This design comes from an exercise in tuning for small area and a short achievable clock period on the open sky130 flow, not from production work. The RTL was checked by simulation tests, not by an equivalence proof against the original design. Power is estimated from default activity; no workload was simulated.

Design hft_fpga_low_latency, start of the top module:
module hft_fpga_low_latency(
    input wire core_clk,
    input wire reset,
    input wire cfg_we,
    input wire [1:0] cfg_addr,
    input wire [31:0] cfg_wdata,
    input wire [63:0] raw_market_data,
    input wire raw_valid,
    output wire [127:0] mg_tx_data,
    output wire mg_tx_valid
    );
Size in the first run: about 1000 cells after synthesis, about 230 I/O pins, ~7700 um2 of cells after synthesis.
clock: 4.0 ns
lec_check: 0
abc_area: 1
cap_margin: 20
core_margin: 2
core_utilization: 40
cts_buf_list: sky130_fd_sc_hd__clkbuf_4 sky130_fd_sc_hd__clkbuf_8
cts_cluster_size: 10
setup_slack_margin: 2.22
slew_margin: 20
standard.sh (not shown) runs the stock make flow with config.mk's settings and CLKGATE_MAP_FILE= SYNTH_SCRIPT=/design/flow/synth_recipe.tcl, a recipe that flattens the netlist after the stock synthesis.
==> flow/flow/run.sh <==
#!/bin/bash
set -euo pipefail
cts_bufs=$(sed -n 's/^export CTS_BUF_LIST *= *//p' config.mk)
cts_size=$(sed -n 's/^export CTS_CLUSTER_SIZE *= *//p' config.mk)
cts_diam=$(sed -n 's/^export CTS_CLUSTER_DIAMETER *= *//p' config.mk)
cts_more=""
if [[ -n "$cts_size" ]]; then cts_more="$cts_more -sink_clustering_size $cts_size"; fi
if [[ -n "$cts_diam" ]]; then cts_more="$cts_more -sink_clustering_max_diameter $cts_diam"; fi
bash standard.sh synth > synth.log 2>&1
bash standard.sh finish \
  BUFFER_PORTS_ARGS="-buffer_cell sky130_fd_sc_hd__buf_1" \
  SKIP_REPAIR_TIE_FANOUT=1 \
  CTS_ARGS="-sink_clustering_enable -repair_clock_nets -dont_use_dummy_load -root_buf sky130_fd_sc_hd__clkbuf_16 -buf_list {$cts_bufs}$cts_more" \
  > layout.log 2>&1
Testbench counts at the start, summed over its fixed seeds: latency cycles 3,243, orders 3,243.
==> next run, changes <==
==> flow/flow/run.sh (replaced) <==
#!/bin/bash
set -euo pipefail
cts_bufs=$(sed -n 's/^export CTS_BUF_LIST *= *//p' config.mk)
bash standard.sh synth > synth.log 2>&1
bash standard.sh finish \
  BUFFER_PORTS_ARGS="-buffer_cell sky130_fd_sc_hd__buf_1" \
  SKIP_REPAIR_TIE_FANOUT=1 \
  CTS_ARGS="-sink_clustering_enable -repair_clock_nets -dont_use_dummy_load -root_buf sky130_fd_sc_hd__clkbuf_16 -buf_list {$cts_bufs}" \
  > layout.log 2>&1
Settings changed: CTS_CLUSTER_SIZE 10 to default, SETUP_SLACK_MARGIN 2.22 to 2.24.
Wire length goes up by 1.2%.
Flip-flop and latch count is unchanged.
Total power increases by 0.50%.

== job 3548 ==
Starting RTL as in the previous note.
## hft_fpga_low_latency
module hft_fpga_low_latency(
    input wire core_clk,
    input wire reset,
    input wire cfg_we,
    input wire [1:0] cfg_addr,
    input wire [31:0] cfg_wdata,
    input wire [63:0] raw_market_data,
    input wire raw_valid,
    output wire [127:0] mg_tx_data,
    output wire mg_tx_valid
    );
    reg [31:0] threshold_n;      
    reg [31:0] risk_min_n;       
    reg [31:0] risk_max_n;       
    always @(posedge core_clk) begin
        if (reset) begin
            threshold_n <= ~32'd1000;
            risk_min_n <= ~32'd1000;
            risk_max_n <= ~32'd5000;
        end else if (cfg_we) begin
            case (cfg_addr)
                2'd0: threshold_n <= ~cfg_wdata;
                2'd1: risk_min_n <= ~cfg_wdata;
                2'd2: risk_max_n <= ~cfg_wdata;
                default: ;
            endcase
        end
    end
    wire [31:0] price = raw_market_data[31:0];
    wire below_threshold;    
    wire below_min;          
    wire above_max;          
    cla_carry #(.W(32), .L(5)) u_cmp_thr (
        .g(~(threshold_n | price)), .p(~(threshold_n & price)), .c(below_threshold));
    cla_carry #(.W(32), .L(5)) u_cmp_min (
        .g(~(risk_min_n | price)), .p(~(risk_min_n & price)), .c(below_min));
    cla_carry #(.W(32), .L(5)) u_cmp_max (
        .g(price & risk_max_n), .p(price | risk_max_n), .c(above_max));
    wire approve = raw_valid && (raw_market_data[63:56] == 8'h01) &&
                   below_threshold && !below_min && !above_max;
    reg [55:0] order_data;
    always @(posedge core_clk) begin
        order_data <= raw_market_data[55:0];
    end
    reg [31:0] order_seq;
    reg order_valid;
    reg order_count;
    wire [31:0] seq_ones_below;
    assign seq_ones_below[0] = 1'b1;
    genvar gi;
    generate
        for (gi = 1; gi < 32; gi = gi + 1) begin : g_ones
            assign seq_ones_below[gi] = &order_seq[gi-1:0];
        end
    endgenerate
    always @(posedge core_clk) begin
        if (reset) begin
            order_seq <= 32'd0;
  ...
Settings: LEC_CHECK=0, ABC_AREA=1, CAP_MARGIN=20, CORE_MARGIN=2, CORE_UTILIZATION=40, CTS_BUF_LIST=sky130_fd_sc_hd__clkbuf_16, CTS_CLUSTER_DIAMETER=100, CTS_CLUSTER_SIZE=40, SETUP_SLACK_MARGIN=2.2, SLEW_MARGIN=20; clock period 4.0 ns.
==> flow/flow/run.sh <==
#!/bin/bash
# Standard ORFS layout, with plain buf_1 cells as the port buffers
# (the default port buffer is a 10 um2 delay buffer) and one tie cell per
# constant value instead of one per constant output.
set -euo pipefail
bash standard.sh synth > synth.log 2>&1
bash standard.sh finish BUFFER_PORTS_ARGS="-buffer_cell sky130_fd_sc_hd__buf_1" SKIP_REPAIR_TIE_FANOUT=1 > layout.log 2>&1
Testbench counts of job 3548, summed over its fixed seeds: latency cycles 3,243, orders 3,243.
Relative to job 3548, the following input files were edited for job 5071:
==> flow/flow/run.sh <==
#!/bin/bash
set -euo pipefail
cts_bufs=$(sed -n 's/^export CTS_BUF_LIST *= *//p' config.mk)
bash standard.sh synth > synth.log 2>&1
bash standard.sh finish \
  BUFFER_PORTS_ARGS="-buffer_cell sky130_fd_sc_hd__buf_1" \
  SKIP_REPAIR_TIE_FANOUT=1 \
  CTS_ARGS="-sink_clustering_enable -repair_clock_nets -dont_use_dummy_load -buf_list {$cts_bufs}" \
  > layout.log 2>&1
--- a/flow/config.mk
+++ b/flow/config.mk
@@ -10,7 +10,5 @@
 export CORE_MARGIN = 2
 export CORE_UTILIZATION = 40
-export CTS_BUF_LIST = sky130_fd_sc_hd__clkbuf_16
-export CTS_CLUSTER_DIAMETER = 100
-export CTS_CLUSTER_SIZE = 40
-export SETUP_SLACK_MARGIN = 2.2
+export CTS_BUF_LIST = sky130_fd_sc_hd__clkbuf_4 sky130_fd_sc_hd__clkbuf_8
+export SETUP_SLACK_MARGIN = 2.1
 export SLEW_MARGIN = 20
==> results.txt <==
Job 5071 against job 3548: sequential cell count comparable, largest stage delay on the critical path went up by 0.03 ns, via count went down, critical path depth saw little to no change, routed length per instance held steady. Of the two candidates, job 3548 has the worse post-detailed-routing wire length and job 5071 the better one. Job 5071 against job 3548: cell depth of the worst flop-to-flop path went up by 1; final cell area excluding filler cells went down by about 5.6%; relative contribution of sequential cells to total power went up by 11 points.
Input-level comparison between job 3087 and job 5071:
--- a/flow/config.mk
+++ b/flow/config.mk
@@ -10,5 +10,5 @@
 export CORE_MARGIN = 2
 export CORE_UTILIZATION = 40
-export CTS_BUF_LIST = sky130_fd_sc_hd__clkbuf_4 sky130_fd_sc_hd__clkbuf_8
-export SETUP_SLACK_MARGIN = 2.1
+export CTS_BUF_LIST = sky130_fd_sc_hd__clkbuf_16
+export SETUP_SLACK_MARGIN = 2.18
 export SLEW_MARGIN = 20
## What came out
- Power share of the clock group ends up higher on job 3087.
- Compared to job 5071, job 3087 leaves less free space in the core.
- Comparing synthesis-to-layout area growth for job 3087 and job 5071, the bigger number came from job 3087.
- Beginning of the critical path = order_seq[17]: job 5071; beginning of the critical path = order_seq[15]: job 3087
- Diff job 5071..job 3087 | post-synthesis simple-gate area fraction | unchanged
- On post-route worst hold slack, job 5071 loses to job 3087.
Here is what was changed in the inputs of job 8277 compared with job 3087.
--- a/flow/flow/run.sh
+++ b/flow/flow/run.sh
@@ -6,4 +6,4 @@
   BUFFER_PORTS_ARGS="-buffer_cell sky130_fd_sc_hd__buf_1" \
   SKIP_REPAIR_TIE_FANOUT=1 \
-  CTS_ARGS="-sink_clustering_enable -repair_clock_nets -dont_use_dummy_load -buf_list {$cts_bufs}" \
+  CTS_ARGS="-sink_clustering_enable -repair_clock_nets -dont_use_dummy_load -root_buf sky130_fd_sc_hd__clkbuf_16 -buf_list {$cts_bufs}" \
   > layout.log 2>&1
--- a/flow/config.mk
+++ b/flow/config.mk
@@ -10,5 +10,5 @@
 export CORE_MARGIN = 2
 export CORE_UTILIZATION = 40
-export CTS_BUF_LIST = sky130_fd_sc_hd__clkbuf_16
+export CTS_BUF_LIST = sky130_fd_sc_hd__clkbuf_4 sky130_fd_sc_hd__clkbuf_8
 export SETUP_SLACK_MARGIN = 2.18
 export SLEW_MARGIN = 20
Notes after the runs:
Against job 3087, job 8277 comes in 0.012 ns higher on worst setup slack.
In terms of overall fraction of global-route tracks in use, job 3087 and job 8277 differ only marginally.
Job 3087 has higher routed wire length on met3 than job 8277.
The cell count was comparable across job 3087 and job 8277.
Job 8277: clock latency on the worst-skew pair 0.03 ns below job 3087
Job 8277 vs. job 3087: detailed route wirelength on metal2 went down by 1.9%.
Compared to job 3087, the routing of job 8277 uses less wire.
In job 8277 relative to job 3087, non-clock buffer count had gone up slightly.
Job 3087 has higher area added between synthesis and finish than job 8277.
In job 8277, number of nets in the layout is higher than in job 3087.
NOTE: stage delay of the slowest cell on the critical path in job 8277 exceeds that of job 3087
Input changes introduced in job 3912 (baseline for comparison: job 8277):
==> flow/flow/run.sh <==
#!/bin/bash
# Standard ORFS layout, with plain buf_1 cells as the port buffers
# (the default port buffer is a 10 um2 delay buffer) and one tie cell per
# constant value instead of one per constant output.
set -euo pipefail
bash standard.sh synth > synth.log 2>&1
bash standard.sh finish BUFFER_PORTS_ARGS="-buffer_cell sky130_fd_sc_hd__buf_1" SKIP_REPAIR_TIE_FANOUT=1 > layout.log 2>&1
--- a/flow/config.mk
+++ b/flow/config.mk
@@ -11,4 +11,4 @@
 export CORE_UTILIZATION = 40
 export CTS_BUF_LIST = sky130_fd_sc_hd__clkbuf_4 sky130_fd_sc_hd__clkbuf_8
-export SETUP_SLACK_MARGIN = 2.18
+export SETUP_SLACK_MARGIN = 2.05
 export SLEW_MARGIN = 20
Results
Job 3912 closes out successfully: all stages finished, all timing, DRC and antenna checks passed. Job 3912 against job 8277: proportion of cell area occupied by multi-input gates dropped 0.46 points; maximum operating frequency dropped 6.2%. Compared to job 8277, job 3912 has global routing usage summed across all routing layers 0.19 points lower. Delta (job 3912 minus job 8277): post-detailed-routing wire length +about 0.5%; largest net degree at the start of global routing flat. The final hold slack of job 3912 falls short of that of job 8277 by 0.049 ns.
Edits applied to the flow inputs when going from job 3912 to job 3535:
==> flow/flow/run.sh <==
#!/bin/bash
set -euo pipefail
cts_bufs=$(sed -n 's/^export CTS_BUF_LIST *= *//p' config.mk)
cts_size=$(sed -n 's/^export CTS_CLUSTER_SIZE *= *//p' config.mk)
cts_diam=$(sed -n 's/^export CTS_CLUSTER_DIAMETER *= *//p' config.mk)
cts_more=""
if [[ -n "$cts_size" ]]; then cts_more="$cts_more -sink_clustering_size $cts_size"; fi
if [[ -n "$cts_diam" ]]; then cts_more="$cts_more -sink_clustering_max_diameter $cts_diam"; fi
bash standard.sh synth > synth.log 2>&1
bash standard.sh finish \
  BUFFER_PORTS_ARGS="-buffer_cell sky130_fd_sc_hd__buf_1" \
  SKIP_REPAIR_TIE_FANOUT=1 \
  CTS_ARGS="-sink_clustering_enable -repair_clock_nets -dont_use_dummy_load -root_buf sky130_fd_sc_hd__clkbuf_16 -buf_list {$cts_bufs}$cts_more" \
  > layout.log 2>&1
--- a/flow/config.mk
+++ b/flow/config.mk
@@ -11,4 +11,5 @@
 export CORE_UTILIZATION = 40
 export CTS_BUF_LIST = sky130_fd_sc_hd__clkbuf_4 sky130_fd_sc_hd__clkbuf_8
-export SETUP_SLACK_MARGIN = 2.05
+export CTS_CLUSTER_DIAMETER = 50
+export SETUP_SLACK_MARGIN = 2.22
 export SLEW_MARGIN = 20
### Flow results
Job 3912 → job 3535: maximum fanout along the worst path fell 2, share of cell area taken by flip-flops and latches about even.
Delta (job 3535 minus job 3912): part of the power in the clock network has decreased; vias per cell decreased by 0.80% relative to the old numbers; final cell count went down 7; total of buffers placed on input and output ports saw little to no change.
For job 3912, the critical path endpoint was mg_tx_data[112], unlike job 3535, where it was mg_tx_data[105].

[port drivers added, routing unchanged]
How much do the figures lean on ideal ports? The routed layouts below were timed once more, with nothing changed but the port constraints.
Step 1 sets driving cells, clkbuf_16 on the clock port and buf_2 on the other inputs (assumed; they add their load-dependent delay and slew).
Step 2 adds t to the input delays and takes it off the output delays; t is the mean of the earliest and latest rising clock arrival at the registers after step 1. Input paths then give back, and output paths get back, about the clock's delay inside the block.
Three values: no drivers, after step 1, after step 2; two values: the first two.
run | t, ns | setup slack, ns | hold WS [ns] | worst register clock-pin slew, ns | pins driven straight from the clock port
the first run of note 1 | 0.415 | 2.281 / 2.241 / 1.905 | 0.467 / 0.467 / 0.467 | 0.10 / 0.10 | 1
the second run of note 1 | 0.405 | 2.273 / 2.234 / 1.882 | 0.469 / 0.469 / 0.469 | 0.10 / 0.10 | 1
job 3548 | 0.464 | 2.231 / 2.189 / 1.882 | 0.457 / 0.437 / 0.462 | 0.07 / 0.07 | 1
job 5071 | 0.480 | 2.173 / 2.137 / 1.798 | 0.424 / 0.411 / 0.470 | 0.10 / 0.10 | 1
job 3087 | 0.457 | 2.222 / 2.179 / 1.881 | 0.461 / 0.440 / 0.462 | 0.07 / 0.07 | 1
job 8277 | 0.410 | 2.234 / 2.194 / 1.910 | 0.469 / 0.469 / 0.469 | 0.10 / 0.10 | 1
job 3912 | 0.489 | 2.119 / 2.083 / 1.807 | 0.420 / 0.406 / 0.475 | 0.10 / 0.10 | 1
job 3535 | 0.415 | 2.281 / 2.241 / 1.905 | 0.467 / 0.467 / 0.467 | 0.10 / 0.10 | 1
After both steps every run listed still meets setup and hold. For the second run of note 1, which loses most, drivers alone change the setup slack by -0.039 ns; drivers and shift together by -0.391 ns.
